This design comes from an exercise in tuning for small area and a short achievable clock period on the open sky130 flow, not from production work. The RTL was checked by simulation tests, not by an equivalence proof against the original design. Power figures rest on the tool's default switching activity, not on a simulated workload.

==> flow/design.v <==
module ALU(
        input               clk,
        input  logic [7:0]  number1,number2,
        input  logic [0:3]  opcode,
        output logic [15:0] resultant
    );
reg [2:0] pre_r, pre_q;
always @(*) begin
    if (number2 >= 8'd8) begin
        pre_q = 3'd0;
        pre_r = number1[7:5];
    end else begin
        case ({number2[2:0], number1[7:5]})
            6'd0: begin pre_q = 3'd7; pre_r = 3'd0; end
            6'd1: begin pre_q = 3'd7; pre_r = 3'd1; end
            6'd2: begin pre_q = 3'd7; pre_r = 3'd2; end
            6'd3: begin pre_q = 3'd7; pre_r = 3'd3; end
            6'd4: begin pre_q = 3'd7; pre_r = 3'd4; end
            6'd5: begin pre_q = 3'd7; pre_r = 3'd5; end
            6'd6: begin pre_q = 3'd7; pre_r = 3'd6; end
            6'd7: begin pre_q = 3'd7; pre_r = 3'd7; end
            6'd8: begin pre_q = 3'd0; pre_r = 3'd0; end
            6'd9: begin pre_q = 3'd1; pre_r = 3'd0; end
            6'd10: begin pre_q = 3'd2; pre_r = 3'd0; end
            6'd11: begin pre_q = 3'd3; pre_r = 3'd0; end
            6'd12: begin pre_q = 3'd4; pre_r = 3'd0; end
            6'd13: begin pre_q = 3'd5; pre_r = 3'd0; end
            6'd14: begin pre_q = 3'd6; pre_r = 3'd0; end
            6'd15: begin pre_q = 3'd7; pre_r = 3'd0; end
            6'd16: begin pre_q = 3'd0; pre_r = 3'd0; end
            6'd17: begin pre_q = 3'd0; pre_r = 3'd1; end
            6'd18: begin pre_q = 3'd1; pre_r = 3'd0; end
            6'd19: begin pre_q = 3'd1; pre_r = 3'd1; end
            6'd20: begin pre_q = 3'd2; pre_r = 3'd0; end
            6'd21: begin pre_q = 3'd2; pre_r = 3'd1; end
            6'd22: begin pre_q = 3'd3; pre_r = 3'd0; end
            6'd23: begin pre_q = 3'd3; pre_r = 3'd1; end
            6'd24: begin pre_q = 3'd0; pre_r = 3'd0; end
            6'd25: begin pre_q = 3'd0; pre_r = 3'd1; end
            6'd26: begin pre_q = 3'd0; pre_r = 3'd2; end
            6'd27: begin pre_q = 3'd1; pre_r = 3'd0; end
            6'd28: begin pre_q = 3'd1; pre_r = 3'd1; end
            6'd29: begin pre_q = 3'd1; pre_r = 3'd2; end
            6'd30: begin pre_q = 3'd2; pre_r = 3'd0; end
            6'd31: begin pre_q = 3'd2; pre_r = 3'd1; end
            6'd32: begin pre_q = 3'd0; pre_r = 3'd0; end
            6'd33: begin pre_q = 3'd0; pre_r = 3'd1; end
            6'd34: begin pre_q = 3'd0; pre_r = 3'd2; end
            6'd35: begin pre_q = 3'd0; pre_r = 3'd3; end
            6'd36: begin pre_q = 3'd1; pre_r = 3'd0; end
            6'd37: begin pre_q = 3'd1; pre_r = 3'd1; end
            6'd38: begin pre_q = 3'd1; pre_r = 3'd2; end
            6'd39: begin pre_q = 3'd1; pre_r = 3'd3; end
            6'd40: begin pre_q = 3'd0; pre_r = 3'd0; end
            6'd41: begin pre_q = 3'd0; pre_r = 3'd1; end
            6'd42: begin pre_q = 3'd0; pre_r = 3'd2; end
            6'd43: begin pre_q = 3'd0; pre_r = 3'd3; end
            6'd44: begin pre_q = 3'd0; pre_r = 3'd4; end
            6'd45: begin pre_q = 3'd1; pre_r = 3'd0; end
            6'd46: begin pre_q = 3'd1; pre_r = 3'd1; end
            6'd47: begin pre_q = 3'd1; pre_r = 3'd2; end
            6'd48: begin pre_q = 3'd0; pre_r = 3'd0; end
            6'd49: begin pre_q = 3'd0; pre_r = 3'd1; end
            6'd50: begin pre_q = 3'd0; pre_r = 3'd2; end
            6'd51: begin pre_q = 3'd0; pre_r = 3'd3; end
            6'd52: begin pre_q = 3'd0; pre_r = 3'd4; end
            6'd53: begin pre_q = 3'd0; pre_r = 3'd5; end
            6'd54: begin pre_q = 3'd1; pre_r = 3'd0; end
            6'd55: begin pre_q = 3'd1; pre_r = 3'd1; end
            6'd56: begin pre_q = 3'd0; pre_r = 3'd0; end
            6'd57: begin pre_q = 3'd0; pre_r = 3'd1; end
            6'd58: begin pre_q = 3'd0; pre_r = 3'd2; end
            6'd59: begin pre_q = 3'd0; pre_r = 3'd3; end
            6'd60: begin pre_q = 3'd0; pre_r = 3'd4; end
            6'd61: begin pre_q = 3'd0; pre_r = 3'd5; end
            6'd62: begin pre_q = 3'd0; pre_r = 3'd6; end
            6'd63: begin pre_q = 3'd1; pre_r = 3'd0; end
            default: begin pre_q = 3'd0; pre_r = 3'd0; end
        endcase
    end
end
reg [7:0] a, b;
reg [3:0] op;
reg [2:0] r_pre, q_pre;
always @(posedge clk) begin
    a  <= number1;
    b  <= number2;
    op <= opcode;
    r_pre <= pre_r;
    q_pre <= pre_q;
end
wire        sub = (op == 1);
wire [7:0]  bx = b ^ {8{sub}};
wire [8:0]  ac;
wire [8:0]  addsub;
assign ac[0] = sub;
genvar k;
generate for (k = 0; k < 8; k = k + 1) begin : add
    assign addsub[k] = a[k] ^ bx[k] ^ ac[k];
    assign ac[k+1] = (a[k] & bx[k]) | (a[k] & ac[k]) | (bx[k] & ac[k]);
end endgenerate
assign addsub[8] = ac[8];
wire [15:0] prod;
mul8 u_mul (.a(a), .b(b), .p(prod));
wire [7:0] q;
wire [7:0] rem;
wire [9:0] b3 = {2'b00, b} + {1'b0, b, 1'b0};
wire [3:0] x3 = {r_pre, a[4:4]};
wire [3:0] r3;
wire [9:0] m1_3 = {2'b00, b};
wire [4:0] d1_3 = {1'b0, x3} - {1'b0, m1_3[3:0]};
wire ge1_3 = ~d1_3[4] & (b < 9'd16);
wire [0:0] qd3 = ge1_3;
assign r3 = ge1_3 ? d1_3[3:0] : x3;
wire [4:0] x4 = {r3, a[3:3]};
wire [4:0] r4;
wire [9:0] m1_4 = {2'b00, b};
wire [5:0] d1_4 = {1'b0, x4} - {1'b0, m1_4[4:0]};
wire ge1_4 = ~d1_4[5] & (b < 9'd32);
wire [0:0] qd4 = ge1_4;
assign r4 = ge1_4 ? d1_4[4:0] : x4;
wire [5:0] x5 = {r4, a[2:2]};
wire [5:0] r5;
wire [9:0] m1_5 = {2'b00, b};
wire [5:0] y1_5 = ~m1_5[5:0];
wire [5:0] g1_5 = x5 & y1_5;
wire [5:0] p1_5 = x5 ^ y1_5;
wire G1_5_0_0 = g1_5[0] | p1_5[0];
wire G1_5_1_1 = g1_5[1];
wire P1_5_1_1 = p1_5[1];
wire G1_5_2_2 = g1_5[2];
wire P1_5_2_2 = p1_5[2];
wire G1_5_3_3 = g1_5[3];
wire P1_5_3_3 = p1_5[3];
wire G1_5_4_4 = g1_5[4];
wire P1_5_4_4 = p1_5[4];
wire G1_5_5_5 = g1_5[5];
wire P1_5_5_5 = p1_5[5];
wire G1_5_1_0 = G1_5_1_1 | (P1_5_1_1 & G1_5_0_0);
wire G1_5_3_2 = G1_5_3_3 | (P1_5_3_3 & G1_5_2_2);
wire P1_5_3_2 = P1_5_3_3 & P1_5_2_2;
wire G1_5_5_4 = G1_5_5_5 | (P1_5_5_5 & G1_5_4_4);
wire P1_5_5_4 = P1_5_5_5 & P1_5_4_4;
wire G1_5_3_0 = G1_5_3_2 | (P1_5_3_2 & G1_5_1_0);
wire G1_5_2_0 = G1_5_2_2 | (P1_5_2_2 & G1_5_1_0);
wire G1_5_4_0 = G1_5_4_4 | (P1_5_4_4 & G1_5_3_0);
wire G1_5_5_0 = G1_5_5_4 | (P1_5_5_4 & G1_5_3_0);
wire [5:0] ci1_5 = {G1_5_4_0, G1_5_3_0, G1_5_2_0, G1_5_1_0, G1_5_0_0, 1'b1};
wire [6:0] d1_5 = {~G1_5_5_0, p1_5 ^ ci1_5};
wire ge1_5 = G1_5_5_0 & (b < 9'd64);
wire [0:0] qd5 = ge1_5;
assign r5 = ge1_5 ? d1_5[5:0] : x5;
wire [6:0] x6 = {r5, a[1:1]};
wire [6:0] r6;
wire [9:0] m1_6 = {2'b00, b};
wire [7:0] d1_6 = {1'b0, x6} - {1'b0, m1_6[6:0]};
wire ge1_6 = ~d1_6[7] & (b < 9'd128);
wire [0:0] qd6 = ge1_6;
assign r6 = ge1_6 ? d1_6[6:0] : x6;
wire [7:0] x7 = {r6, a[0:0]};
wire [7:0] r7;
wire [9:0] m1_7 = {2'b00, b};
wire [7:0] y1_7 = ~m1_7[7:0];
wire [7:0] g1_7 = x7 & y1_7;
wire [7:0] p1_7 = x7 ^ y1_7;
wire G1_7_0_0 = g1_7[0] | p1_7[0];
wire G1_7_1_1 = g1_7[1];
wire P1_7_1_1 = p1_7[1];
wire G1_7_2_2 = g1_7[2];
wire P1_7_2_2 = p1_7[2];
wire G1_7_3_3 = g1_7[3];
wire P1_7_3_3 = p1_7[3];
wire G1_7_4_4 = g1_7[4];
wire P1_7_4_4 = p1_7[4];
wire G1_7_5_5 = g1_7[5];
wire P1_7_5_5 = p1_7[5];
wire G1_7_6_6 = g1_7[6];
wire P1_7_6_6 = p1_7[6];
wire G1_7_7_7 = g1_7[7];
wire P1_7_7_7 = p1_7[7];
wire G1_7_1_0 = G1_7_1_1 | (P1_7_1_1 & G1_7_0_0);
wire G1_7_3_2 = G1_7_3_3 | (P1_7_3_3 & G1_7_2_2);
wire P1_7_3_2 = P1_7_3_3 & P1_7_2_2;
wire G1_7_5_4 = G1_7_5_5 | (P1_7_5_5 & G1_7_4_4);
wire P1_7_5_4 = P1_7_5_5 & P1_7_4_4;
wire G1_7_7_6 = G1_7_7_7 | (P1_7_7_7 & G1_7_6_6);
wire P1_7_7_6 = P1_7_7_7 & P1_7_6_6;
wire G1_7_3_0 = G1_7_3_2 | (P1_7_3_2 & G1_7_1_0);
wire G1_7_7_4 = G1_7_7_6 | (P1_7_7_6 & G1_7_5_4);
wire P1_7_7_4 = P1_7_7_6 & P1_7_5_4;
wire G1_7_7_0 = G1_7_7_4 | (P1_7_7_4 & G1_7_3_0);
wire G1_7_2_0 = G1_7_2_2 | (P1_7_2_2 & G1_7_1_0);
wire G1_7_4_0 = G1_7_4_4 | (P1_7_4_4 & G1_7_3_0);
wire G1_7_5_0 = G1_7_5_4 | (P1_7_5_4 & G1_7_3_0);
wire G1_7_6_0 = G1_7_6_6 | (P1_7_6_6 & G1_7_5_0);
wire [7:0] ci1_7 = {G1_7_6_0, G1_7_5_0, G1_7_4_0, G1_7_3_0, G1_7_2_0, G1_7_1_0, G1_7_0_0, 1'b1};
wire [8:0] d1_7 = {~G1_7_7_0, p1_7 ^ ci1_7};
wire ge1_7 = G1_7_7_0;
wire [0:0] qd7 = ge1_7;
assign r7 = ge1_7 ? d1_7[7:0] : x7;
assign q = {q_pre, qd3, qd4, qd5, qd6, qd7};
assign rem = r7;
wire bz = (b == 8'd0);
always @(posedge clk) begin
    case (op)
        0:       resultant <= {7'd0, addsub[8], addsub[7:0]};
        1:       resultant <= {{8{~addsub[8]}}, addsub[7:0]};
        2:       resultant <= prod;
        3:       resultant <= {{8{bz}}, q};
        4:       resultant <= {8'd0, rem};
        default: resultant <= resultant;
    endcase
end
endmodule
module mul8(input [7:0] a, input [7:0] b, output [15:0] p);
wire [63:0] pp;
ppgen u_pp (.a(a), .b(b), .pp(pp));
wire s0, c0;
fa1 u_ha0 (.x(pp[6]), .y(pp[13]), .z(1'b1), .s(s0), .c(c0));
wire s1, c1;
fa1 u_fa1 (.x(pp[7]), .y(pp[14]), .z(pp[21]), .s(s1), .c(c1));
wire s2, c2;
fa1 u_ha2 (.x(pp[28]), .y(pp[35]), .z(1'b1), .s(s2), .c(c2));
wire s3, c3;
fa1 u_fa3 (.x(pp[15]), .y(pp[22]), .z(pp[29]), .s(s3), .c(c3));
wire s4, c4;
fa1 u_ha4 (.x(pp[36]), .y(pp[43]), .z(1'b1), .s(s4), .c(c4));
wire s5, c5;
fa1 u_fa5 (.x(pp[23]), .y(pp[30]), .z(pp[37]), .s(s5), .c(c5));
wire s6, c6;
fa1 u_ha6 (.x(pp[4]), .y(pp[11]), .z(1'b1), .s(s6), .c(c6));
wire s7, c7;
fa1 u_fa7 (.x(pp[5]), .y(pp[12]), .z(pp[19]), .s(s7), .c(c7));
wire s8, c8;
fa1 u_ha8 (.x(pp[26]), .y(pp[33]), .z(1'b1), .s(s8), .c(c8));
wire s9, c9;
fa1 u_fa9 (.x(pp[20]), .y(pp[27]), .z(pp[34]), .s(s9), .c(c9));
wire s10, c10;
fa1 u_fa10 (.x(pp[41]), .y(pp[48]), .z(s0), .s(s10), .c(c10));
wire s11, c11;
fa1 u_fa11 (.x(pp[42]), .y(pp[49]), .z(pp[56]), .s(s11), .c(c11));
wire s12, c12;
fa1 u_fa12 (.x(s1), .y(s2), .z(c0), .s(s12), .c(c12));
wire s13, c13;
fa1 u_fa13 (.x(pp[50]), .y(pp[57]), .z(s3), .s(s13), .c(c13));
wire s14, c14;
fa1 u_fa14 (.x(s4), .y(c1), .z(c2), .s(s14), .c(c14));
wire s15, c15;
fa1 u_fa15 (.x(pp[44]), .y(pp[51]), .z(pp[58]), .s(s15), .c(c15));
wire s16, c16;
fa1 u_fa16 (.x(s5), .y(c3), .z(c4), .s(s16), .c(c16));
wire s17, c17;
fa1 u_fa17 (.x(pp[31]), .y(pp[38]), .z(pp[45]), .s(s17), .c(c17));
wire s18, c18;
fa1 u_fa18 (.x(pp[52]), .y(pp[59]), .z(c5), .s(s18), .c(c18));
wire s19, c19;
fa1 u_fa19 (.x(pp[39]), .y(pp[46]), .z(pp[53]), .s(s19), .c(c19));
wire s20, c20;
fa1 u_ha20 (.x(pp[3]), .y(pp[10]), .z(1'b1), .s(s20), .c(c20));
wire s21, c21;
fa1 u_fa21 (.x(pp[18]), .y(pp[25]), .z(pp[32]), .s(s21), .c(c21));
wire s22, c22;
fa1 u_fa22 (.x(pp[40]), .y(s7), .z(s8), .s(s22), .c(c22));
wire s23, c23;
fa1 u_fa23 (.x(s9), .y(s10), .z(c7), .s(s23), .c(c23));
wire s24, c24;
fa1 u_fa24 (.x(s11), .y(s12), .z(c9), .s(s24), .c(c24));
wire s25, c25;
fa1 u_fa25 (.x(s13), .y(s14), .z(c11), .s(s25), .c(c25));
wire s26, c26;
fa1 u_fa26 (.x(s15), .y(s16), .z(c13), .s(s26), .c(c26));
wire s27, c27;
fa1 u_fa27 (.x(s17), .y(s18), .z(c15), .s(s27), .c(c27));
wire s28, c28;
fa1 u_fa28 (.x(pp[60]), .y(s19), .z(c17), .s(s28), .c(c28));
wire s29, c29;
fa1 u_fa29 (.x(pp[47]), .y(pp[54]), .z(pp[61]), .s(s29), .c(c29));
wire s30, c30;
fa1 u_ha30 (.x(pp[2]), .y(pp[9]), .z(1'b1), .s(s30), .c(c30));
wire s31, c31;
fa1 u_fa31 (.x(pp[17]), .y(pp[24]), .z(s20), .s(s31), .c(c31));
wire s32, c32;
fa1 u_fa32 (.x(s6), .y(s21), .z(c20), .s(s32), .c(c32));
wire s33, c33;
fa1 u_fa33 (.x(c6), .y(s22), .z(c21), .s(s33), .c(c33));
wire s34, c34;
fa1 u_fa34 (.x(c8), .y(s23), .z(c22), .s(s34), .c(c34));
wire s35, c35;
fa1 u_fa35 (.x(c10), .y(s24), .z(c23), .s(s35), .c(c35));
wire s36, c36;
fa1 u_fa36 (.x(c12), .y(s25), .z(c24), .s(s36), .c(c36));
wire s37, c37;
fa1 u_fa37 (.x(c14), .y(s26), .z(c25), .s(s37), .c(c37));
wire s38, c38;
fa1 u_fa38 (.x(c16), .y(s27), .z(c26), .s(s38), .c(c38));
wire s39, c39;
fa1 u_fa39 (.x(c18), .y(s28), .z(c27), .s(s39), .c(c39));
wire s40, c40;
fa1 u_fa40 (.x(c19), .y(s29), .z(c28), .s(s40), .c(c40));
wire s41, c41;
fa1 u_fa41 (.x(pp[55]), .y(pp[62]), .z(c29), .s(s41), .c(c41));
wire [15:0] r0 = {1'b1, pp[63], s41, s40, s39, s38, s37, s36, s35, s34, s33, s32, s31, pp[16], pp[1], pp[0]};
wire [15:0] r1 = {1'b1, c41, c40, c39, c38, c37, c36, c35, c34, c33, c32, c31, c30, s30, pp[8], 1'b1};
wire [15:0] np;
wire [16:0] cc;
genvar g;
generate for (g = 0; g < 16; g = g + 1) begin : cpa
end endgenerate
assign np[0] = pp[0];
fa1 u_cpa1 (.x(pp[1]), .y(pp[8]), .z(1'b1), .s(np[1]), .c(cc[2]));
fa1 u_cpa2 (.x(pp[16]), .y(s30), .z(cc[2]), .s(np[2]), .c(cc[3]));
fa1 u_cpa3 (.x(s31), .y(c30), .z(cc[3]), .s(np[3]), .c(cc[4]));
fa1 u_cpa4 (.x(s32), .y(c31), .z(cc[4]), .s(np[4]), .c(cc[5]));
fa1 u_cpa5 (.x(s33), .y(c32), .z(cc[5]), .s(np[5]), .c(cc[6]));
fa1 u_cpa6 (.x(s34), .y(c33), .z(cc[6]), .s(np[6]), .c(cc[7]));
fa1 u_cpa7 (.x(s35), .y(c34), .z(cc[7]), .s(np[7]), .c(cc[8]));
fa1 u_cpa8 (.x(s36), .y(c35), .z(cc[8]), .s(np[8]), .c(cc[9]));
fa1 u_cpa9 (.x(s37), .y(c36), .z(cc[9]), .s(np[9]), .c(cc[10]));
fa1 u_cpa10 (.x(s38), .y(c37), .z(cc[10]), .s(np[10]), .c(cc[11]));
fa1 u_cpa11 (.x(s39), .y(c38), .z(cc[11]), .s(np[11]), .c(cc[12]));
fa1 u_cpa12 (.x(s40), .y(c39), .z(cc[12]), .s(np[12]), .c(cc[13]));
fa1 u_cpa13 (.x(s41), .y(c40), .z(cc[13]), .s(np[13]), .c(cc[14]));
fa1 u_cpa14 (.x(pp[63]), .y(c41), .z(cc[14]), .s(np[14]), .c(cc[15]));
assign np[15] = cc[15];
assign p = ~np;
endmodule
module ppgen(input [7:0] a, input [7:0] b, output [63:0] pp);
genvar i, j;
generate for (i = 0; i < 8; i = i + 1) begin : row
    for (j = 0; j < 8; j = j + 1) begin : col
        nand1 u_nand (.x(a[j]), .y(b[i]), .z(pp[8*i+j]));
    end
end endgenerate
endmodule
module nand1(input x, input y, output z);
assign z = ~(x & y);
endmodule
module fa1(input x, input y, input z, output s, output c);
assign s = x ^ y ^ z;
assign c = (x & y) | (x & z) | (y & z);
endmodule
module xnor1(input x, input y, output z);
assign z = ~(x ^ y);
endmodule
module or1(input x, input y, output z);
assign z = x | y;
endmodule
module han1(input x, input y, output s, output c);
assign s = ~(x ^ y);
assign c = x | y;
endmodule
module ha1(input x, input y, output s, output c);
assign s = x ^ y;
assign c = x & y;
endmodule
==> flow/flow/run.sh <==
#!/bin/bash
# The standard layout, with plain buf_2 cells as the port buffers.
# The whole make output goes to standard.log in the work folder.
bash standard.sh BUFFER_PORTS_ARGS="-buffer_cell sky130_fd_sc_hd__buf_2" finish > standard.log 2>&1
==> flow/standard.sh <==
#!/bin/bash
# synth_recipe.tcl (not shown) runs the flow's synth.tcl, then flattens the netlist and writes it again
# the make line also repeats each setting of config.mk as NAME=value (left out here)
make -C /OpenROAD-flow-scripts/flow DESIGN_CONFIG=/design/flow/config.mk WORK_HOME=/design/flow/orfs CLKGATE_MAP_FILE= SYNTH_SCRIPT=/design/flow/synth_recipe.tcl "${@:-finish}"
==> flow/config.mk <==
export PLATFORM = sky130hd
export DESIGN_NAME = ALU
export DESIGN_NICKNAME = ALU
export VERILOG_FILES = /design/flow/design.v
export SDC_FILE = /design/flow/constraint.sdc
export NUM_CORES = 4
export LEC_CHECK = 0
export ABC_AREA = 1
export CAP_MARGIN = 20
export CORE_MARGIN = 2
export CORE_UTILIZATION = 60
export CTS_BUF_LIST = sky130_fd_sc_hd__clkbuf_8
export SLEW_MARGIN = 20
export SYNTH_HIERARCHICAL = 1
export SYNTH_MINIMUM_KEEP_SIZE = 0
==> flow/constraint.sdc <==
create_clock -name core_clock -period 38.0 [get_ports {clk}]
set_input_delay 7.6000 -clock core_clock [delete_from_list [all_inputs] [get_ports {clk}]]
set_output_delay 7.6000 -clock core_clock [all_outputs]
set_load 0.01 [all_outputs]
==> flow_summary.ini, run 1 <==
[outcome]
status = timing/DRC/antenna clean

[clock_network]
cts.reportedPaths.clkPinSlew_ns = 0.10
cts_num_sinks = 42
cts_max_level = 2
cts-root-buf = clkbuf_8
clock_latency_ns = 0.32
cts_tree = built
cts_buffers = 5
postCtsSetupRepairBufs = 0
cts_resized = 0
cts_buffer_depth = 2
ctsHoldBuffers = 0

[power_and_ir_drop]
p_int_mw = 0.111
vdd_drop_max_mv = 0.0227
p_switching_mw = 0.0879
power.density_cell_area_nw_per_um2 = 36.9
seqPwrFrac_pct = 27.9
switching_share_pct = 44.1
clockPowerShare_pct = 17.0
comb_power_share_pct = 55.1
total_leakage_power_nw = 2.60
finalPower_mw = 0.199

[floorplan]
die_x_um = 95.2
fp.coreArea_sq_um = 8130
die_area_sq_um = 9060
die_y_um = 95.2
pin_count = 37
start_util_pct = 61.3
rows = 33

[layout]
layout_common_cells = 185 x nand2_1, 89 x inv_1, 73 x fa_1, 47 x nand3_1, 36 x buf_2
fin_nets = 777
utilization_pct = 66.3
final.fill_count = 713
drive_above_1_share_pct = 10.4
syn_to_final_growth_pct = 8.21
fin_area_sq_um = 5400
stdcell_count = 756
insertedDiodeCount = 0
layout_commonest_cell = nand2_1

[hold_path]
hold_path.class = reg -> reg

[worst_setup_path]
crit_fanout = 1
required_ns = 30.40
crit_family = flip-flops
critPathLaunchType = register
slowest_delay_ns = 0.39
crit_arrival_ns = 0.86
path_class = reg -> out
crit_slowest_cell = edfxtp_1
r2r_slack_ns = 30.09
critPathBufInv = 1
endpoint_kind = primary output
path_cells = buf_2

[synth]
yosysTopAreaCellShare_pct = 29.3
ys_seq_area_share_pct = 20.1
synth_edf_count = 16
synth-main-ff-cell = dfxtp_1
synth_area_sq_um = 4990
yosysTopAreaCell = fa_1
netlist_instances = 604
avgSynthCellArea_sq_um = 8.26
yosys_warnings = 7
yosysUniqueCellTypes = 45
ys_seq_elements = 42
async_flop_share_pct = 0
ys_top_cells_by_area = fa_1 29%, nand2_1 14%, dfxtp_1 10%, edfxtp_1 9.6%, ha_1 8.3%

[drt]
vias_per_cell = 5.56
drc = 0
ant_nets = 0
routed_wl_mm = 11.9
drtIter0Drc = 203
drt_pass1_iterations = 7
vias = 4207
wire_per_inst_um = 15.8

[sta]
skew_ns = 0.0105
drv_slew = 0
rsz0062_at_grt = no
tightest_slew_ns = 0.762
setup-violations-final = 0
hold_viol = 0
timing.hold.ws_ns = 0.718
setup_tns_ns = 0
period_minus_slack_ns = 8.46
slew_headroom_pct = 49.1
max_freq_mhz = 118
worst_slack_ns = 29.54
fin_crit_sh_pct = 22.3

[placed_design]
pre_cts_slack_ns = 29.29
io_buffers = 36
gp_congestion = 0.830
dp_hpwl_mm = 9.35
dpl.cell_count = 748
place_area_sq_um = 5300

[grt]
grt_pass1_wl_mm = 20.3
track_usage_pct = 29.5
grt_overflow = 0
grt_pass1_vias = 4335
antenna_found_initial = 0
grt_max_degree = 17

[flow_run]
cap_violations = 0
[power by group through the flow]
stage               Combinational (mW)  Sequential (mW)  Clock, mW
floorplan                       0.0855           0.0561          0
global placement                 0.105           0.0566          0
detailed placement               0.110           0.0567          0
CTS                              0.111           0.0556     0.0347
global route                     0.129           0.0564     0.0362
finish                           0.110           0.0557     0.0338
[area by class of cell]
type                    count  area, sq um  share of cell area (%)
repair buffers             37          188                    3.48
clock buffers               5         68.8                    1.28
inverters                  96          360                    6.68
flip-flops and latches     42         1000                    18.6
clock inverters             3         28.8                   0.533
multi-input cells         468         3620                    67.0
well taps                 105          131                    2.44
[sequential cells by signal (all words and copies together), names as in the netlist]
signal and cells:
resultant 16, a 8, b 8, op 4, q_pre 3, r_pre 3
[Yosys stat by module (local to each module, per instance), excerpt]
module | copies in the design | flops+latches
ALU | 1 | 42
mul8 | 1 | 0
fa1 | 56 | 0
nand1 | 64 | 0
[metal layers]
metal	vias to the layer above	global-route usage (%)	share of wire, %
met5	-	0	0
met4	0	9.06	2.4
met3	33	4.11	5.7
met2	159	51.2	50
met1	2004	38.2	42
li1	2011	-	-
[cell usage after synthesis (2+ instances only)]
master and n:
nor2_1 19, o21ai_0 6, ha_1 33, inv_2 6, nor3_1 2, or2_1 2, nand4_1 6, xnor2_1 2
dfxtp_1 26, nand3_1 47, nand2_1 185, a21o_1 2, buf_2 3, nor2_2 4, o211ai_1 2, edfxtp_1 16
xor2_1 18, nand2_2 4, a221oi_1 3, and2_1 3, a22o_1 2, nor4_1 2, inv_1 89, a31oi_1 3
nand3_2 3, fa_1 73, a21oi_1 25
[path summary, 6_finish.rpt]
kind              depth (start not counted)          from           end
hold / removal                            2      q_pre[2]  resultant[7]
setup / recovery                          1  resultant[6]  resultant[6]
setup reg to reg                         43          b[1]  resultant[4]
hold reg to reg                           2      q_pre[2]  resultant[7]
[cells by family (layout without fill, tap and decap cells)]
logic type               Yosys count  in the layout  synth area share, %
AO/OA/AOI/OAI                     53             53                 6.57
XOR/XNOR                          20             20                 3.51
adder cells (fa/ha/maj)          106            106                 37.6
buffers and inverters            101            141                 7.90
flip-flops                        42             42                 20.1
other                              1              8               0.0752
AND/OR/NAND/NOR                  281            281                 24.3
==> run 2: changes to the inputs <==
--- a/flow/design.v
+++ b/flow/design.v
@@ -83,3 +83,3 @@
 reg [3:0] op;
-reg [2:0] r_pre, q_pre;
+reg [2:0] r_pre;
 always @(posedge clk) begin
@@ -89,15 +89,3 @@
     r_pre <= pre_r;
-    q_pre <= pre_q;
 end
-wire        sub = (op == 1);
-wire [7:0]  bx = b ^ {8{sub}};
-wire [8:0]  ac;
-wire [8:0]  addsub;
-assign ac[0] = sub;
-genvar k;
-generate for (k = 0; k < 8; k = k + 1) begin : add
-    assign addsub[k] = a[k] ^ bx[k] ^ ac[k];
-    assign ac[k+1] = (a[k] & bx[k]) | (a[k] & ac[k]) | (bx[k] & ac[k]);
-end endgenerate
-assign addsub[8] = ac[8];
 wire [15:0] prod;
@@ -124,28 +112,4 @@
 wire [9:0] m1_5 = {2'b00, b};
-wire [5:0] y1_5 = ~m1_5[5:0];
-wire [5:0] g1_5 = x5 & y1_5;
-wire [5:0] p1_5 = x5 ^ y1_5;
-wire G1_5_0_0 = g1_5[0] | p1_5[0];
-wire G1_5_1_1 = g1_5[1];
-wire P1_5_1_1 = p1_5[1];
-wire G1_5_2_2 = g1_5[2];
-wire P1_5_2_2 = p1_5[2];
-wire G1_5_3_3 = g1_5[3];
-wire P1_5_3_3 = p1_5[3];
-wire G1_5_4_4 = g1_5[4];
-wire P1_5_4_4 = p1_5[4];
-wire G1_5_5_5 = g1_5[5];
-wire P1_5_5_5 = p1_5[5];
-wire G1_5_1_0 = G1_5_1_1 | (P1_5_1_1 & G1_5_0_0);
-wire G1_5_3_2 = G1_5_3_3 | (P1_5_3_3 & G1_5_2_2);
-wire P1_5_3_2 = P1_5_3_3 & P1_5_2_2;
-wire G1_5_5_4 = G1_5_5_5 | (P1_5_5_5 & G1_5_4_4);
-wire P1_5_5_4 = P1_5_5_5 & P1_5_4_4;
-wire G1_5_3_0 = G1_5_3_2 | (P1_5_3_2 & G1_5_1_0);
-wire G1_5_2_0 = G1_5_2_2 | (P1_5_2_2 & G1_5_1_0);
-wire G1_5_4_0 = G1_5_4_4 | (P1_5_4_4 & G1_5_3_0);
-wire G1_5_5_0 = G1_5_5_4 | (P1_5_5_4 & G1_5_3_0);
-wire [5:0] ci1_5 = {G1_5_4_0, G1_5_3_0, G1_5_2_0, G1_5_1_0, G1_5_0_0, 1'b1};
-wire [6:0] d1_5 = {~G1_5_5_0, p1_5 ^ ci1_5};
-wire ge1_5 = G1_5_5_0 & (b < 9'd64);
+wire [6:0] d1_5 = {1'b0, x5} - {1'b0, m1_5[5:0]};
+wire ge1_5 = ~d1_5[6] & (b < 9'd64);
 wire [0:0] qd5 = ge1_5;
@@ -161,41 +125,80 @@
 wire [7:0] r7;
-wire [9:0] m1_7 = {2'b00, b};
-wire [7:0] y1_7 = ~m1_7[7:0];
-wire [7:0] g1_7 = x7 & y1_7;
-wire [7:0] p1_7 = x7 ^ y1_7;
-wire G1_7_0_0 = g1_7[0] | p1_7[0];
-wire G1_7_1_1 = g1_7[1];
-wire P1_7_1_1 = p1_7[1];
-wire G1_7_2_2 = g1_7[2];
-wire P1_7_2_2 = p1_7[2];
-wire G1_7_3_3 = g1_7[3];
-wire P1_7_3_3 = p1_7[3];
-wire G1_7_4_4 = g1_7[4];
-wire P1_7_4_4 = p1_7[4];
-wire G1_7_5_5 = g1_7[5];
-wire P1_7_5_5 = p1_7[5];
-wire G1_7_6_6 = g1_7[6];
-wire P1_7_6_6 = p1_7[6];
-wire G1_7_7_7 = g1_7[7];
-wire P1_7_7_7 = p1_7[7];
-wire G1_7_1_0 = G1_7_1_1 | (P1_7_1_1 & G1_7_0_0);
-wire G1_7_3_2 = G1_7_3_3 | (P1_7_3_3 & G1_7_2_2);
-wire P1_7_3_2 = P1_7_3_3 & P1_7_2_2;
-wire G1_7_5_4 = G1_7_5_5 | (P1_7_5_5 & G1_7_4_4);
-wire P1_7_5_4 = P1_7_5_5 & P1_7_4_4;
-wire G1_7_7_6 = G1_7_7_7 | (P1_7_7_7 & G1_7_6_6);
-wire P1_7_7_6 = P1_7_7_7 & P1_7_6_6;
-wire G1_7_3_0 = G1_7_3_2 | (P1_7_3_2 & G1_7_1_0);
-wire G1_7_7_4 = G1_7_7_6 | (P1_7_7_6 & G1_7_5_4);
-wire P1_7_7_4 = P1_7_7_6 & P1_7_5_4;
-wire G1_7_7_0 = G1_7_7_4 | (P1_7_7_4 & G1_7_3_0);
-wire G1_7_2_0 = G1_7_2_2 | (P1_7_2_2 & G1_7_1_0);
-wire G1_7_4_0 = G1_7_4_4 | (P1_7_4_4 & G1_7_3_0);
-wire G1_7_5_0 = G1_7_5_4 | (P1_7_5_4 & G1_7_3_0);
-wire G1_7_6_0 = G1_7_6_6 | (P1_7_6_6 & G1_7_5_0);
-wire [7:0] ci1_7 = {G1_7_6_0, G1_7_5_0, G1_7_4_0, G1_7_3_0, G1_7_2_0, G1_7_1_0, G1_7_0_0, 1'b1};
-wire [8:0] d1_7 = {~G1_7_7_0, p1_7 ^ ci1_7};
-wire ge1_7 = G1_7_7_0;
-wire [0:0] qd7 = ge1_7;
-assign r7 = ge1_7 ? d1_7[7:0] : x7;
+wire        is_as = (op == 0) | (op == 1);
+wire        is_add = (op == 0);
+wire [7:0]  xs7 = is_as ? a : x7;
+wire [7:0]  ys7 = is_add ? b : ~b;
+wire [8:0]  addsub = {1'b0, xs7} + {1'b0, ys7} + {8'd0, ~is_add};
+wire [0:0] qd7 = addsub[8];
+assign r7 = addsub[8] ? addsub[7:0] : x7;
+reg [2:0] q_pre;
+always @(*) begin
+    if (b >= 8'd8) q_pre = 3'd0;
+    else case ({b[2:0], a[7:5]})
+        6'd0: q_pre = 3'd7;
+        6'd1: q_pre = 3'd7;
+        6'd2: q_pre = 3'd7;
+        6'd3: q_pre = 3'd7;
+        6'd4: q_pre = 3'd7;
+        6'd5: q_pre = 3'd7;
+        6'd6: q_pre = 3'd7;
+        6'd7: q_pre = 3'd7;
+        6'd8: q_pre = 3'd0;
+        6'd9: q_pre = 3'd1;
+        6'd10: q_pre = 3'd2;
+        6'd11: q_pre = 3'd3;
+        6'd12: q_pre = 3'd4;
+        6'd13: q_pre = 3'd5;
+        6'd14: q_pre = 3'd6;
+        6'd15: q_pre = 3'd7;
+        6'd16: q_pre = 3'd0;
+        6'd17: q_pre = 3'd0;
+        6'd18: q_pre = 3'd1;
+        6'd19: q_pre = 3'd1;
+        6'd20: q_pre = 3'd2;
+        6'd21: q_pre = 3'd2;
+        6'd22: q_pre = 3'd3;
+        6'd23: q_pre = 3'd3;
+        6'd24: q_pre = 3'd0;
+        6'd25: q_pre = 3'd0;
+        6'd26: q_pre = 3'd0;
+        6'd27: q_pre = 3'd1;
+        6'd28: q_pre = 3'd1;
+        6'd29: q_pre = 3'd1;
+        6'd30: q_pre = 3'd2;
+        6'd31: q_pre = 3'd2;
+        6'd32: q_pre = 3'd0;
+        6'd33: q_pre = 3'd0;
+        6'd34: q_pre = 3'd0;
+        6'd35: q_pre = 3'd0;
+        6'd36: q_pre = 3'd1;
+        6'd37: q_pre = 3'd1;
+        6'd38: q_pre = 3'd1;
+        6'd39: q_pre = 3'd1;
+        6'd40: q_pre = 3'd0;
+        6'd41: q_pre = 3'd0;
+        6'd42: q_pre = 3'd0;
+        6'd43: q_pre = 3'd0;
+        6'd44: q_pre = 3'd0;
+        6'd45: q_pre = 3'd1;
+        6'd46: q_pre = 3'd1;
+        6'd47: q_pre = 3'd1;
+        6'd48: q_pre = 3'd0;
+        6'd49: q_pre = 3'd0;
+        6'd50: q_pre = 3'd0;
+        6'd51: q_pre = 3'd0;
+        6'd52: q_pre = 3'd0;
+        6'd53: q_pre = 3'd0;
+        6'd54: q_pre = 3'd1;
+        6'd55: q_pre = 3'd1;
+        6'd56: q_pre = 3'd0;
+        6'd57: q_pre = 3'd0;
+        6'd58: q_pre = 3'd0;
+        6'd59: q_pre = 3'd0;
+        6'd60: q_pre = 3'd0;
+        6'd61: q_pre = 3'd0;
+        6'd62: q_pre = 3'd0;
+        6'd63: q_pre = 3'd1;
+        default: q_pre = 3'd0;
+    endcase
+end
 assign q = {q_pre, qd3, qd4, qd5, qd6, qd7};
@@ -305,21 +308,7 @@
 wire [16:0] cc;
+assign cc[0] = 1'b1;
 genvar g;
 generate for (g = 0; g < 16; g = g + 1) begin : cpa
+  fa1 u_fa (.x(r0[g]), .y(r1[g]), .z(cc[g]), .s(np[g]), .c(cc[g+1]));
 end endgenerate
-assign np[0] = pp[0];
-fa1 u_cpa1 (.x(pp[1]), .y(pp[8]), .z(1'b1), .s(np[1]), .c(cc[2]));
-fa1 u_cpa2 (.x(pp[16]), .y(s30), .z(cc[2]), .s(np[2]), .c(cc[3]));
-fa1 u_cpa3 (.x(s31), .y(c30), .z(cc[3]), .s(np[3]), .c(cc[4]));
-fa1 u_cpa4 (.x(s32), .y(c31), .z(cc[4]), .s(np[4]), .c(cc[5]));
-fa1 u_cpa5 (.x(s33), .y(c32), .z(cc[5]), .s(np[5]), .c(cc[6]));
-fa1 u_cpa6 (.x(s34), .y(c33), .z(cc[6]), .s(np[6]), .c(cc[7]));
-fa1 u_cpa7 (.x(s35), .y(c34), .z(cc[7]), .s(np[7]), .c(cc[8]));
-fa1 u_cpa8 (.x(s36), .y(c35), .z(cc[8]), .s(np[8]), .c(cc[9]));
-fa1 u_cpa9 (.x(s37), .y(c36), .z(cc[9]), .s(np[9]), .c(cc[10]));
-fa1 u_cpa10 (.x(s38), .y(c37), .z(cc[10]), .s(np[10]), .c(cc[11]));
-fa1 u_cpa11 (.x(s39), .y(c38), .z(cc[11]), .s(np[11]), .c(cc[12]));
-fa1 u_cpa12 (.x(s40), .y(c39), .z(cc[12]), .s(np[12]), .c(cc[13]));
-fa1 u_cpa13 (.x(s41), .y(c40), .z(cc[13]), .s(np[13]), .c(cc[14]));
-fa1 u_cpa14 (.x(pp[63]), .y(c41), .z(cc[14]), .s(np[14]), .c(cc[15]));
-assign np[15] = cc[15];
 assign p = ~np;
@@ -341,8 +330,2 @@
 endmodule
-module xnor1(input x, input y, output z);
-assign z = ~(x ^ y);
-endmodule
-module or1(input x, input y, output z);
-assign z = x | y;
-endmodule
 module han1(input x, input y, output s, output c);
==> run 2 against run 1 <==
  * Non-clock buffer count fell by 1
  * Sequential share of layout area fell by 0.48 points
  * Hold slack got worse by 0.13 ns
  * Design area rose by 2.7%
  * Flip-flop and latch count did not move
  * Count of clock-buffer cells in the layout did not move
  * Final cell count rose by 6.3%
  * Via count rose by 6.2%
  * Largest cell class unchanged
  * Largest power group unchanged
  * Highest routed layer unchanged
==> flow_summary.ini, run 2 <==
[sta]
max_freq_mhz = 118
drv_slew = 0
fin_crit_sh_pct = 22.3
hold_viol = 0
setup-violations-final = 0
tightest_slew_ns = 0.962
period_minus_slack_ns = 8.49
skew_ns = 0.00614
worst_slack_ns = 29.51
setup_tns_ns = 0
rsz0062_at_grt = no
slew_headroom_pct = 35.7

[power_and_ir_drop]
comb_power_share_pct = 54.5
p_int_mw = 0.130
power.density_cell_area_nw_per_um2 = 40.0
seqPwrFrac_pct = 26.1
vdd_drop_max_mv = 0.0240
p_switching_mw = 0.0918
clockPowerShare_pct = 19.5
switching_share_pct = 41.4
finalPower_mw = 0.222
total_leakage_power_nw = 2.70

[worst_setup_path]
path_common_cell = inv_1
path_cells = buf_2 -> inv_1 -> ha_1 -> nor2_1 -> a21oi_1 -> o22ai_1 -> nand2_1 -> nand3_1 -> o21ai_0 -> inv_1
path_class = in -> reg
required_ns = 38.25
slowest_delay_ns = 0.27
crit_slowest_cell = ha_1
crit_arrival_ns = 8.74
critPathLaunchType = input pin
endpoint_kind = register
crit_fanout = 7

[floorplan]
die_x_um = 96.1
pin_count = 37
rows = 33
fp.coreArea_sq_um = 8220
die_area_sq_um = 9240
die_y_um = 96.1
start_util_pct = 62.0

[layout]
top_regs = resultant (16), a (8), b (8)
layout_common_cells = 198 x nand2_1, 97 x inv_1, 63 x fa_1, 62 x nand3_1, 36 x buf_2
top_register = resultant
layout_commonest_cell = nand2_1
largest_reg_flops = 16
stdcell_count = 804
multi_input_area_sq_um = 3700
seqCellArea_sq_um = 1000
insertedDiodeCount = 0
final.fill_count = 716
drive_above_1_share_pct = 10.3
fin_nets = 815
syn_to_final_growth_pct = 8.74

[hold_path]
hold_path.class = reg -> reg

[drt]
drtIter0Drc = 194
drt_pass1_iterations = 5
routed_wl_mm = 12.1
vias = 4469
wire_per_inst_um = 15.1
drc = 0
vias_per_cell = 5.56
ant_nets = 0

[synth]
ys_seq_elements = 42
avgSynthCellArea_sq_um = 7.82
netlist_instances = 651
synth_edf_count = 16
yosysTopAreaCell = fa_1
synth_area_sq_um = 5090
synth_most_common_cell = nand2_1
synth-main-ff-cell = dfxtp_1
yosysUniqueCellTypes = 43
ys_seq_area_share_pct = 19.7
ys_top_cells_by_area = fa_1 25%, nand2_1 15%, dfxtp_1 10%, edfxtp_1 9.4%, ha_1 8.1%
yosysTopAreaCellShare_pct = 24.8
async_flop_share_pct = 0
yosys_warnings = 7
ys_top_cells_by_count = 198 x nand2_1, 97 x inv_1, 63 x fa_1, 62 x nand3_1, 33 x ha_1

[clock_network]
postCtsSetupRepairBufs = 0
cts_num_sinks = 42
cts_resized = 0
clock_latency_ns = 0.30
ctsHoldBuffers = 0
cts.reportedPaths.clkPinSlew_ns = 0.09
cts_max_level = 2
cts_buffers = 5
cts-root-buf = clkbuf_8
cts_buffer_depth = 2
cts_tree = built

[grt]
grt_pass1_vias = 4457
grt_overflow = 0
antenna_found_initial = 0
grt_pass1_wl_mm = 20.4
track_usage_pct = 28.6
grt_max_degree = 17

[placed_design]
dpl.cell_count = 796
gp_congestion = 0.881
io_buffers = 36
pre_cts_slack_ns = 29.25
dp_hpwl_mm = 9.43

[outcome]
status = timing/DRC/antenna clean

[flow_run]
cap_violations = 0
[run 2: power groups by stage]
stage,clock (mW),sequential (mW),combinational (mW)
after floorplan,0,0.0588,0.0939
after global placement,0,0.0586,0.118
after detailed placement,0,0.0587,0.121
after CTS,0.0436,0.0576,0.121
after global routing,0.0454,0.0585,0.141
final,0.0431,0.0577,0.121
[run 2: cells by family after synthesis]
logic type               Yosys count  synth area share (%)
AO/OA/AOI/OAI                     63                  8.16
adder cells (fa/ha/maj)           96                  32.9
other                              1                0.0736
AND/OR/NAND/NOR                  319                  26.9
flip-flops                        42                  19.7
buffers and inverters            109                  8.50
XOR/XNOR                          20                  3.44
multiplexers                       1                 0.442
[run 2: path summary, 6_finish.rpt]
kind / from / endpoint / slack [ns] / depth (start not counted)
worst min-delay path: register / resultant[7] / 0.59 / 2
worst min register to register: register / resultant[7] / 0.59 / 2
worst max register to register: b[1] / resultant[4] / 29.95 / 43
worst max-delay path: number1[6] / r_pre[0] / 29.51 / 10
[run 2: worst max-delay path, delay by kind of cell]
family	cells	cell delay [ns]
AO/OA/AOI/OAI	3	0.27
buffers and inverters	3	0.34
AND/OR/NAND/NOR	3	0.24
adder cells (fa/ha/maj)	1	0.27
[run 2: layout make-up]
class / count / share of cell area, %
multi-input combinational: 510 / 66.7
clock buffer: 5 / 1.24
timing repair buffer: 36 / 3.25
sequential: 42 / 18.1
inverter: 103 / 7.07
clock inverter: 3 / 1.24
tap: 105 / 2.37
[run 2: per-stage QoR]
| stage | cell area [sq um] | hold slack, ns | utilization, % |
|---|---|---|---|
| finish | 5540 | 0.593 | 67.4 |
| global route | 5540 | 0.617 | 67.4 |
| CTS | 5540 | 0.594 | 67.4 |
| detailed placement | 5400 | 0.573 | 65.7 |
| global placement | 5400 | 0.549 | 65.7 |
| floorplan | 5130 | 0.515 | - |
[run 2: per-module statistics from Yosys, one instance, submodules excluded, excerpt]
module / flip-flops and latches / cells / copies in the design / cell area, sq um
nand1: 0 / 1 / 64 / 3.75
mul8: 0 / 17 / 1 / 63.8
ALU: 42 / 512 / 1 / 3630
fa1: 0 / 1 / 58 / 20.0
[run 2: per-layer routing]
metal	vias to the layer above	track usage [%]	wire, um	share of wire [%]
met5	-	0	0	0
met4	0	8.45	262	2.2
met3	20	3.52	766	6.3
met2	160	49.0	5820	48
met1	2134	37.9	5250	43
li1	2155	-	-	-
==> run 3: changes to the inputs <==
--- a/flow/design.v
+++ b/flow/design.v
@@ -98,4 +98,20 @@
 wire [9:0] m1_3 = {2'b00, b};
-wire [4:0] d1_3 = {1'b0, x3} - {1'b0, m1_3[3:0]};
-wire ge1_3 = ~d1_3[4] & (b < 9'd16);
+wire [3:0] y1_3 = ~m1_3[3:0];
+wire [3:0] g1_3 = x3 & y1_3;
+wire [3:0] p1_3 = x3 ^ y1_3;
+wire G1_3_0_0 = g1_3[0] | p1_3[0];
+wire G1_3_1_1 = g1_3[1];
+wire P1_3_1_1 = p1_3[1];
+wire G1_3_2_2 = g1_3[2];
+wire P1_3_2_2 = p1_3[2];
+wire G1_3_3_3 = g1_3[3];
+wire P1_3_3_3 = p1_3[3];
+wire G1_3_1_0 = G1_3_1_1 | (P1_3_1_1 & G1_3_0_0);
+wire G1_3_3_2 = G1_3_3_3 | (P1_3_3_3 & G1_3_2_2);
+wire P1_3_3_2 = P1_3_3_3 & P1_3_2_2;
+wire G1_3_3_0 = G1_3_3_2 | (P1_3_3_2 & G1_3_1_0);
+wire G1_3_2_0 = G1_3_2_2 | (P1_3_2_2 & G1_3_1_0);
+wire [3:0] ci1_3 = {G1_3_2_0, G1_3_1_0, G1_3_0_0, 1'b1};
+wire [4:0] d1_3 = {~G1_3_3_0, p1_3 ^ ci1_3};
+wire ge1_3 = G1_3_3_0 & (b < 9'd16);
 wire [0:0] qd3 = ge1_3;
@@ -105,4 +121,23 @@
 wire [9:0] m1_4 = {2'b00, b};
-wire [5:0] d1_4 = {1'b0, x4} - {1'b0, m1_4[4:0]};
-wire ge1_4 = ~d1_4[5] & (b < 9'd32);
+wire [4:0] y1_4 = ~m1_4[4:0];
+wire [4:0] g1_4 = x4 & y1_4;
+wire [4:0] p1_4 = x4 ^ y1_4;
+wire G1_4_0_0 = g1_4[0] | p1_4[0];
+wire G1_4_1_1 = g1_4[1];
+wire P1_4_1_1 = p1_4[1];
+wire G1_4_2_2 = g1_4[2];
+wire P1_4_2_2 = p1_4[2];
+wire G1_4_3_3 = g1_4[3];
+wire P1_4_3_3 = p1_4[3];
+wire G1_4_4_4 = g1_4[4];
+wire P1_4_4_4 = p1_4[4];
+wire G1_4_1_0 = G1_4_1_1 | (P1_4_1_1 & G1_4_0_0);
+wire G1_4_3_2 = G1_4_3_3 | (P1_4_3_3 & G1_4_2_2);
+wire P1_4_3_2 = P1_4_3_3 & P1_4_2_2;
+wire G1_4_3_0 = G1_4_3_2 | (P1_4_3_2 & G1_4_1_0);
+wire G1_4_2_0 = G1_4_2_2 | (P1_4_2_2 & G1_4_1_0);
+wire G1_4_4_0 = G1_4_4_4 | (P1_4_4_4 & G1_4_3_0);
+wire [4:0] ci1_4 = {G1_4_3_0, G1_4_2_0, G1_4_1_0, G1_4_0_0, 1'b1};
+wire [5:0] d1_4 = {~G1_4_4_0, p1_4 ^ ci1_4};
+wire ge1_4 = G1_4_4_0 & (b < 9'd32);
 wire [0:0] qd4 = ge1_4;
@@ -308,7 +343,21 @@
 wire [16:0] cc;
-assign cc[0] = 1'b1;
 genvar g;
 generate for (g = 0; g < 16; g = g + 1) begin : cpa
-  fa1 u_fa (.x(r0[g]), .y(r1[g]), .z(cc[g]), .s(np[g]), .c(cc[g+1]));
 end endgenerate
+assign np[0] = pp[0];
+fa1 u_cpa1 (.x(pp[1]), .y(pp[8]), .z(1'b1), .s(np[1]), .c(cc[2]));
+fa1 u_cpa2 (.x(pp[16]), .y(s30), .z(cc[2]), .s(np[2]), .c(cc[3]));
+fa1 u_cpa3 (.x(s31), .y(c30), .z(cc[3]), .s(np[3]), .c(cc[4]));
+fa1 u_cpa4 (.x(s32), .y(c31), .z(cc[4]), .s(np[4]), .c(cc[5]));
+fa1 u_cpa5 (.x(s33), .y(c32), .z(cc[5]), .s(np[5]), .c(cc[6]));
+fa1 u_cpa6 (.x(s34), .y(c33), .z(cc[6]), .s(np[6]), .c(cc[7]));
+fa1 u_cpa7 (.x(s35), .y(c34), .z(cc[7]), .s(np[7]), .c(cc[8]));
+fa1 u_cpa8 (.x(s36), .y(c35), .z(cc[8]), .s(np[8]), .c(cc[9]));
+fa1 u_cpa9 (.x(s37), .y(c36), .z(cc[9]), .s(np[9]), .c(cc[10]));
+fa1 u_cpa10 (.x(s38), .y(c37), .z(cc[10]), .s(np[10]), .c(cc[11]));
+fa1 u_cpa11 (.x(s39), .y(c38), .z(cc[11]), .s(np[11]), .c(cc[12]));
+fa1 u_cpa12 (.x(s40), .y(c39), .z(cc[12]), .s(np[12]), .c(cc[13]));
+fa1 u_cpa13 (.x(s41), .y(c40), .z(cc[13]), .s(np[13]), .c(cc[14]));
+fa1 u_cpa14 (.x(pp[63]), .y(c41), .z(cc[14]), .s(np[14]), .c(cc[15]));
+assign np[15] = cc[15];
 assign p = ~np;
@@ -330,2 +379,8 @@
 endmodule
+module xnor1(input x, input y, output z);
+assign z = ~(x ^ y);
+endmodule
+module or1(input x, input y, output z);
+assign z = x | y;
+endmodule
 module han1(input x, input y, output s, output c);
==> run 3 against run 2 <==
  * Count of clock-buffer cells in the layout unchanged
  * Power is 8.5% lower
  * Combinational power down 3%
  * Sequential power decreased by 1%
  * Core utilization grew 0.12 points
  * Synthesized area shrank 4.2%
  * Flip-flop and latch count is the same
  * Routed wire length decreased by 5.0%
  * Clock skew up 0.0018 ns
  * Largest power group unchanged
==> flow_summary.ini, run 3 <==
[sta]
timing.hold.ws_ns = 0.663
fin_crit_sh_pct = 22.2
slew_headroom_pct = 54.0
period_minus_slack_ns = 8.45
drv_slew = 0
rsz0062_at_grt = no
max_freq_mhz = 118
tightest_slew_ns = 0.688
hold_viol = 0
worst_slack_ns = 29.55
skew_ns = 0.00796
setup_tns_ns = 0
setup-violations-final = 0

[worst_setup_path]
crit_fanout = 7
crit_arrival_ns = 8.68
path_class = in -> reg
critPathLaunchType = input pin
rr_startpoint = a[4]
crit_start = number1[6]
endpoint_kind = register
required_ns = 38.23

[power_and_ir_drop]
switching_share_pct = 43.5
vdd_drop_max_mv = 0.0293
p_int_mw = 0.114
power.density_cell_area_nw_per_um2 = 38.4
seqPwrFrac_pct = 28.2
p_switching_mw = 0.0882
clockPowerShare_pct = 14.2
finalPower_mw = 0.203
comb_power_share_pct = 57.6
total_leakage_power_nw = 2.55

[synth]
yosysUniqueCellTypes = 45
yosys_warnings = 7
synth_fa_ha_area_share_pct = 34.0
synth-main-ff-cell = dfxtp_1
avgSynthCellArea_sq_um = 8.08
synthSimpleGateAreaFrac_pct = 25.7
netlist_instances = 604
synthMuxAreaShare_pct = 0
yosysTopAreaCell = fa_1
async_flop_share_pct = 0
synth_top_family_by_area = adder cells
ys_top_cells_by_count = 179 x nand2_1, 81 x inv_1, 64 x fa_1, 53 x nand3_1, 30 x ha_1
yosysTopAreaCellShare_pct = 26.3
ys_top_cells_by_area = fa_1 26%, nand2_1 14%, dfxtp_1 11%, edfxtp_1 9.8%, ha_1 7.7%
synth_most_common_cell = nand2_1
ys_seq_elements = 42
synth_xor_area_share_pct = 3.59
ys_seq_area_share_pct = 20.5
synth_area_sq_um = 4880
synth_edf_count = 16
synth-compound-area-share_pct = 8.82

[floorplan]
start_util_pct = 62.5
die_y_um = 94.2
die_x_um = 94.2
fp.coreArea_sq_um = 7810
rows = 32
die_area_sq_um = 8870
pin_count = 37

[layout]
largest_reg_flops = 16
fin_nets = 764
fin_area_sq_um = 5270
drive_above_1_share_pct = 10.6
layout_commonest_cell = nand2_1
syn_to_final_growth_pct = 8.08
top_regs = resultant (16), a (8), b (8)
top_register = resultant
layout_common_cells = 179 x nand2_1, 82 x inv_1, 64 x fa_1, 53 x nand3_1, 36 x buf_2
insertedDiodeCount = 0

[grt]
antenna_found_initial = 0
grt_max_degree = 17
grt_overflow = 0
grt_pass1_wl_mm = 19.3
grt_pass1_vias = 4138
track_usage_pct = 28.4

[clock_network]
cts.reportedPaths.clkPinSlew_ns = 0.09
cts-root-buf = clkbuf_8
cts_tree = built
cts_max_level = 2
clock_latency_ns = 0.31
cts_buffers = 5
cts_buffer_depth = 2
postCtsSetupRepairBufs = 0
cts_resized = 0
cts_num_sinks = 42
ctsHoldBuffers = 0

[placed_design]
dp_hpwl_mm = 9.14
io_buffers = 36
gp_congestion = 0.916
pre_cts_slack_ns = 29.28
place_area_sq_um = 5190

[drt]
routed_wl_mm = 11.5
wire_per_inst_um = 15.3
ant_nets = 0
drt_pass1_iterations = 5
drc = 0
drtIter0Drc = 257
vias = 4158
vias_per_cell = 5.53

[flow_run]
cap_violations = 0

[outcome]
status = timing/DRC/antenna clean

[hold_path]
hold_path.class = reg -> reg
## run 3: changes by cell type after synthesis, sizes merged, moves of 5 or more
cell / delta
a21oi: +5
inv: -13
nand2: -19
nand3: -9
nor2: -8
o211ai: -6
## run 3: cell type report
| class | count | area, sq um |
|---|---|---|
| multi-input combinational | 475 | 3550 |
| fill | 691 | 2530 |
| sequential | 42 | 1000 |
| inverter | 89 | 334 |
| timing repair buffer | 36 | 180 |
| tap | 102 | 128 |
| clock buffer | 5 | 68.8 |
| clock inverter | 3 | 13.8 |
## run 3: power groups by stage
stage | Sequential, mW | Clock, mW | Combinational (mW)
floorplan | 0.0583 | 0 | 0.0896
global route | 0.0578 | 0.0304 | 0.136
finish | 0.0571 | 0.0287 | 0.117
CTS | 0.0572 | 0.0291 | 0.117
detailed placement | 0.0582 | 0 | 0.116
global placement | 0.0581 | 0 | 0.112
## run 3: through the flow
| step | utilization, % | instances |
|---|---|---|
| after detailed placement | 66.5 | 744 |
| after CTS | 67.5 | 752 |
| after global placement | 66.5 | 744 |
| after global routing | 67.5 | 752 |
| final | 67.5 | 752 |
| after floorplan | - | 611 |
## run 3: cell families (layout without fill, tap and decap cells)
kind of cell    count (synthesis)  count (layout)
fa+ha+maj                      94              94
other cells                     1               8
compound gates                 68              68
buf+inv                        94             133
flops                          42              42
simple gates                  285             285
xor+xnor                       20              20
## run 3: worst max-delay path, stage by stage
cell     delay (ns)
buf_2          0.13
inv_1          0.19
ha_1           0.28
nor2_1         0.10
a21oi_1        0.05
o22ai_1        0.12
nand2_1        0.07
a22oi_1        0.13
## run 3: modules after synthesis (local to each module, per instance), excerpt
module	flops+latches	cell area, sq um
ALU	42	3450
fa1	0	20.0
mul8	0	63.8
nand1	0	3.75
## run 3: worst paths after layout
path / cells after the start / end / slack (ns)
max: 8 / r_pre[0] / 29.55
min: 2 / resultant[6] / 0.66
max reg2reg: 40 / resultant[1] / 29.95
min reg2reg: 2 / resultant[6] / 0.66
## run 3: per-layer routing
metal  routed length, um  global-route usage (%)  vias up
li1                    -                       -     2027
met3                 587                    3.77       22
met1                4910                    36.5     1974
met2                5730                    49.5      135
met4                 275                    9.30        0
met5                   0                       0        -
==> run 4: changes to the inputs <==
--- a/flow/design.v
+++ b/flow/design.v
@@ -147,4 +147,28 @@
 wire [9:0] m1_5 = {2'b00, b};
-wire [6:0] d1_5 = {1'b0, x5} - {1'b0, m1_5[5:0]};
-wire ge1_5 = ~d1_5[6] & (b < 9'd64);
+wire [5:0] y1_5 = ~m1_5[5:0];
+wire [5:0] g1_5 = x5 & y1_5;
+wire [5:0] p1_5 = x5 ^ y1_5;
+wire G1_5_0_0 = g1_5[0] | p1_5[0];
+wire G1_5_1_1 = g1_5[1];
+wire P1_5_1_1 = p1_5[1];
+wire G1_5_2_2 = g1_5[2];
+wire P1_5_2_2 = p1_5[2];
+wire G1_5_3_3 = g1_5[3];
+wire P1_5_3_3 = p1_5[3];
+wire G1_5_4_4 = g1_5[4];
+wire P1_5_4_4 = p1_5[4];
+wire G1_5_5_5 = g1_5[5];
+wire P1_5_5_5 = p1_5[5];
+wire G1_5_1_0 = G1_5_1_1 | (P1_5_1_1 & G1_5_0_0);
+wire G1_5_3_2 = G1_5_3_3 | (P1_5_3_3 & G1_5_2_2);
+wire P1_5_3_2 = P1_5_3_3 & P1_5_2_2;
+wire G1_5_5_4 = G1_5_5_5 | (P1_5_5_5 & G1_5_4_4);
+wire P1_5_5_4 = P1_5_5_5 & P1_5_4_4;
+wire G1_5_2_0 = G1_5_2_2 | (P1_5_2_2 & G1_5_1_0);
+wire G1_5_3_0 = G1_5_3_2 | (P1_5_3_2 & G1_5_1_0);
+wire G1_5_4_0 = G1_5_4_4 | (P1_5_4_4 & G1_5_3_0);
+wire G1_5_5_0 = G1_5_5_4 | (P1_5_5_4 & G1_5_3_0);
+wire [5:0] ci1_5 = {G1_5_4_0, G1_5_3_0, G1_5_2_0, G1_5_1_0, G1_5_0_0, 1'b1};
+wire [6:0] d1_5 = {~G1_5_5_0, p1_5 ^ ci1_5};
+wire ge1_5 = G1_5_5_0 & (b < 9'd64);
 wire [0:0] qd5 = ge1_5;
@@ -154,4 +178,33 @@
 wire [9:0] m1_6 = {2'b00, b};
-wire [7:0] d1_6 = {1'b0, x6} - {1'b0, m1_6[6:0]};
-wire ge1_6 = ~d1_6[7] & (b < 9'd128);
+wire [6:0] y1_6 = ~m1_6[6:0];
+wire [6:0] g1_6 = x6 & y1_6;
+wire [6:0] p1_6 = x6 ^ y1_6;
+wire G1_6_0_0 = g1_6[0] | p1_6[0];
+wire G1_6_1_1 = g1_6[1];
+wire P1_6_1_1 = p1_6[1];
+wire G1_6_2_2 = g1_6[2];
+wire P1_6_2_2 = p1_6[2];
+wire G1_6_3_3 = g1_6[3];
+wire P1_6_3_3 = p1_6[3];
+wire G1_6_4_4 = g1_6[4];
+wire P1_6_4_4 = p1_6[4];
+wire G1_6_5_5 = g1_6[5];
+wire P1_6_5_5 = p1_6[5];
+wire G1_6_6_6 = g1_6[6];
+wire P1_6_6_6 = p1_6[6];
+wire G1_6_1_0 = G1_6_1_1 | (P1_6_1_1 & G1_6_0_0);
+wire G1_6_3_2 = G1_6_3_3 | (P1_6_3_3 & G1_6_2_2);
+wire P1_6_3_2 = P1_6_3_3 & P1_6_2_2;
+wire G1_6_5_4 = G1_6_5_5 | (P1_6_5_5 & G1_6_4_4);
+wire P1_6_5_4 = P1_6_5_5 & P1_6_4_4;
+wire G1_6_2_0 = G1_6_2_2 | (P1_6_2_2 & G1_6_1_0);
+wire G1_6_3_0 = G1_6_3_2 | (P1_6_3_2 & G1_6_1_0);
+wire G1_6_6_4 = G1_6_6_6 | (P1_6_6_6 & G1_6_5_4);
+wire P1_6_6_4 = P1_6_6_6 & P1_6_5_4;
+wire G1_6_4_0 = G1_6_4_4 | (P1_6_4_4 & G1_6_3_0);
+wire G1_6_5_0 = G1_6_5_4 | (P1_6_5_4 & G1_6_3_0);
+wire G1_6_6_0 = G1_6_6_4 | (P1_6_6_4 & G1_6_3_0);
+wire [6:0] ci1_6 = {G1_6_5_0, G1_6_4_0, G1_6_3_0, G1_6_2_0, G1_6_1_0, G1_6_0_0, 1'b1};
+wire [7:0] d1_6 = {~G1_6_6_0, p1_6 ^ ci1_6};
+wire ge1_6 = G1_6_6_0 & (b < 9'd128);
 wire [0:0] qd6 = ge1_6;
==> run 4 against run 3 <==
  * Worst setup slack worse by 0.044 ns
  * Non-clock buffer count unchanged
  * Count of clock-buffer cells in the layout unchanged
  * First-iteration DRC count down 39%
  * Core utilization up 0.14 points
  * Hold slack worse by 0.037 ns
  * Maximum frequency down 0.51%
  * Still clean
  * Largest cell class unchanged
  * Die area down 2.5%
  * Clock skew about the same
  * Critical path depth down 2
  * Synthesized cell count down 6.0%
  * Power up 5.2%
==> flow_summary.ini, run 4 <==
[synth]
synth_edf_count = 16
ys_seq_elements = 42
synth_top_family_by_area = adder cells
synthSimpleGateAreaFrac_pct = 24.8
netlist_instances = 568
synth-main-ff-cell = dfxtp_1
yosys_warnings = 7
yosysUniqueCellTypes = 44
yosysTopAreaCell = fa_1
async_flop_share_pct = 0
ys_seq_area_share_pct = 21.1
ys_top_cells_by_count = 169 x nand2_1, 68 x fa_1, 65 x inv_1, 50 x nand3_1, 28 x ha_1
synthMuxAreaShare_pct = 0
synth_fa_ha_area_share_pct = 36.0
yosysTopAreaCellShare_pct = 28.7
ys_top_cells_by_area = fa_1 29%, nand2_1 13%, dfxtp_1 11%, edfxtp_1 10%, ha_1 7.4%
synth-compound-area-share_pct = 8.22
synth_most_common_cell = nand2_1
avgSynthCellArea_sq_um = 8.36
synth_xor_area_share_pct = 3.32
synth_area_sq_um = 4750

[placed_design]
place_area_sq_um = 5060
pre_cts_slack_ns = 29.19
io_buffers = 36
dpl.cell_count = 708
dp_hpwl_mm = 8.99
gp_congestion = 0.948

[layout]
drive_above_1_share_pct = 11.2
fin_area_sq_um = 5200
layout_common_cells = 169 x nand2_1, 68 x fa_1, 65 x inv_1, 50 x nand3_1, 36 x buf_2
stdcell_count = 716
utilization_pct = 67.7
final.fill_count = 641
syn_to_final_growth_pct = 9.51
fin_nets = 730
layout_commonest_cell = nand2_1
largest_reg_flops = 16
top_regs = resultant (16), a (8), b (8)
insertedDiodeCount = 0
top_register = resultant

[sta]
worst_slack_ns = 29.51
tightest_slew_ns = 0.765
rsz0062_at_grt = no
fin_crit_sh_pct = 22.3
period_minus_slack_ns = 8.49
drv_slew = 0
max_freq_mhz = 118
timing.hold.ws_ns = 0.626
skew_ns = 0.00826
hold_viol = 0
setup_tns_ns = 0
setup-violations-final = 0
slew_headroom_pct = 48.9

[grt]
grt_overflow = 0
grt_pass1_wl_mm = 19.4
antenna_found_initial = 0
grt_pass1_vias = 4102
track_usage_pct = 28.9
grt_max_degree = 17

[clock_network]
cts_resized = 0
cts_max_level = 2
clock_latency_ns = 0.31
cts_buffers = 5
cts-root-buf = clkbuf_8
postCtsSetupRepairBufs = 0
ctsHoldBuffers = 0
cts_tree = built
cts_buffer_depth = 2
cts_num_sinks = 42
cts.reportedPaths.clkPinSlew_ns = 0.09

[floorplan]
fp.coreArea_sq_um = 7690
die_y_um = 93.0
die_x_um = 93.0
pin_count = 37
rows = 32
start_util_pct = 61.8
die_area_sq_um = 8650

[power_and_ir_drop]
finalPower_mw = 0.213
clockPowerShare_pct = 20.7
seqPwrFrac_pct = 26.9
p_int_mw = 0.127
vdd_drop_max_mv = 0.0251
power.density_cell_area_nw_per_um2 = 41.0
total_leakage_power_nw = 2.44
p_switching_mw = 0.0865
comb_power_share_pct = 52.5
switching_share_pct = 40.6

[worst_setup_path]
required_ns = 38.20
critPathBufInv = 1
crit_arrival_ns = 8.69
endpoint_kind = register
critPathLaunchType = input pin
crit_slowest_cell = o32a_1
r2r_slack_ns = 29.81
path_cells = buf_2 -> nor2_1 -> nand2_1 -> nor2_1 -> o21ai_0 -> o32a_1
crit_family = compound AO/OA/AOI/OAI gates
path_class = in -> reg
crit_fanout = 6
slowest_delay_ns = 0.36
path_common_cell = nor2_1

[drt]
ant_nets = 0
drc = 0
routed_wl_mm = 11.3
wire_per_inst_um = 15.7
vias = 3964
drt_pass1_iterations = 5
drtIter0Drc = 158
vias_per_cell = 5.54

[hold_path]
hold_path.class = reg -> reg

[outcome]
status = timing/DRC/antenna clean

[flow_run]
cap_violations = 0
## run 4: kinds of logic (layout without fill, tap and decap cells)
kind of cell    count (synthesis)  in the layout
compound gates                 62             62
xor+xnor                       18             18
simple gates                  267            267
fa+ha+maj                      96             96
buf+inv                        82            121
flops                          42             42
other cells                     1              8
## run 4: worst paths after layout
path | startpoint | to | cells past startpoint
max | number2[4] | r_pre[1] | 6
min | register | resultant[7] | 2
max reg2reg | b[1] | resultant[1] | 35
min reg2reg | register | resultant[7] | 2
## run 4: per-layer routing
layer | GRT usage (%) | vias up | wire length, um
met1 | 37.0 | 1920 | 4690
met4 | 9.19 | 0 | 262
met5 | 0 | - | 0
li1 | - | 1905 | -
met2 | 50.3 | 113 | 5660
met3 | 4.59 | 26 | 648
## run 4: cell type report
class                      instances  area (sq um)  share of cell area, %
timing repair buffer              36           180                   3.46
clock buffer                       5          68.8                   1.32
inverter                          77           289                   5.56
tap                              102           128                   2.45
clock inverter                     3          68.8                   1.32
multi-input combinational        451          3470                   66.6
sequential                        42          1000                   19.2
## run 4: worst register-to-register path, delay by kind of cell (launching register included)
family / cells / cell delay [ns]
and+or+nand+nor: 20 / 3.02
buffers and inverters: 2 / 0.47
AOI/OAI and AO/OA: 6 / 1.15
DFF: 1 / 0.66
adders and majority gates: 7 / 2.70
## run 4: power groups by stage
stage,combinational [mW],sequential (mW),clock (mW)
floorplan,0.0845,0.0586,0
global placement,0.108,0.0582,0
detailed placement,0.112,0.0583,0
CTS,0.113,0.0572,0.0444
global route,0.131,0.0580,0.0461
finish,0.112,0.0573,0.0441
## run 4: modules after synthesis, one instance, submodules excluded, a selection
module	flip-flops and latches	times used	cells
fa1	0	56	1
ALU	42	1	431
mul8	0	1	17
nand1	0	64	1

-- port drivers added, routing unchanged --
How much do the figures lean on ideal ports? The routed layouts below were timed once more, with nothing changed but the port constraints. Step 1: set_driving_cell puts a clkbuf_16 on clk and a buf_2 on each other input, an assumption about the parent block. Step 2 moves the port delays by t, midway between the first and last clock arrival at a register: inputs arrive t later, outputs are due t later. That takes back most of the time a late clock gives input paths. Slacks: no drivers / after step 1 / after step 2; pairs: no drivers / after step 1.
run | shift t [ns] | setup slack, ns | worst setup path after step 2 | slew at the worst register clock pin (ns) | cell pins on the clock port's net
run 1 | 0.346 | 29.544 / 29.510 / 29.280 | input to register | 0.10 / 0.10 | 1
run 2 | 0.329 | 29.513 / 29.524 / 29.195 | input to register | 0.09 / 0.09 | 1
run 3 | 0.335 | 29.551 / 29.536 / 29.230 | input to register | 0.09 / 0.09 | 1
run 4 | 0.334 | 29.507 / 29.521 / 29.187 | input to register | 0.09 / 0.09 | 1
After both steps every run listed still meets setup and hold. For run 3, which loses most, drivers alone change the setup slack by -0.015 ns; drivers and shift together by -0.321 ns.
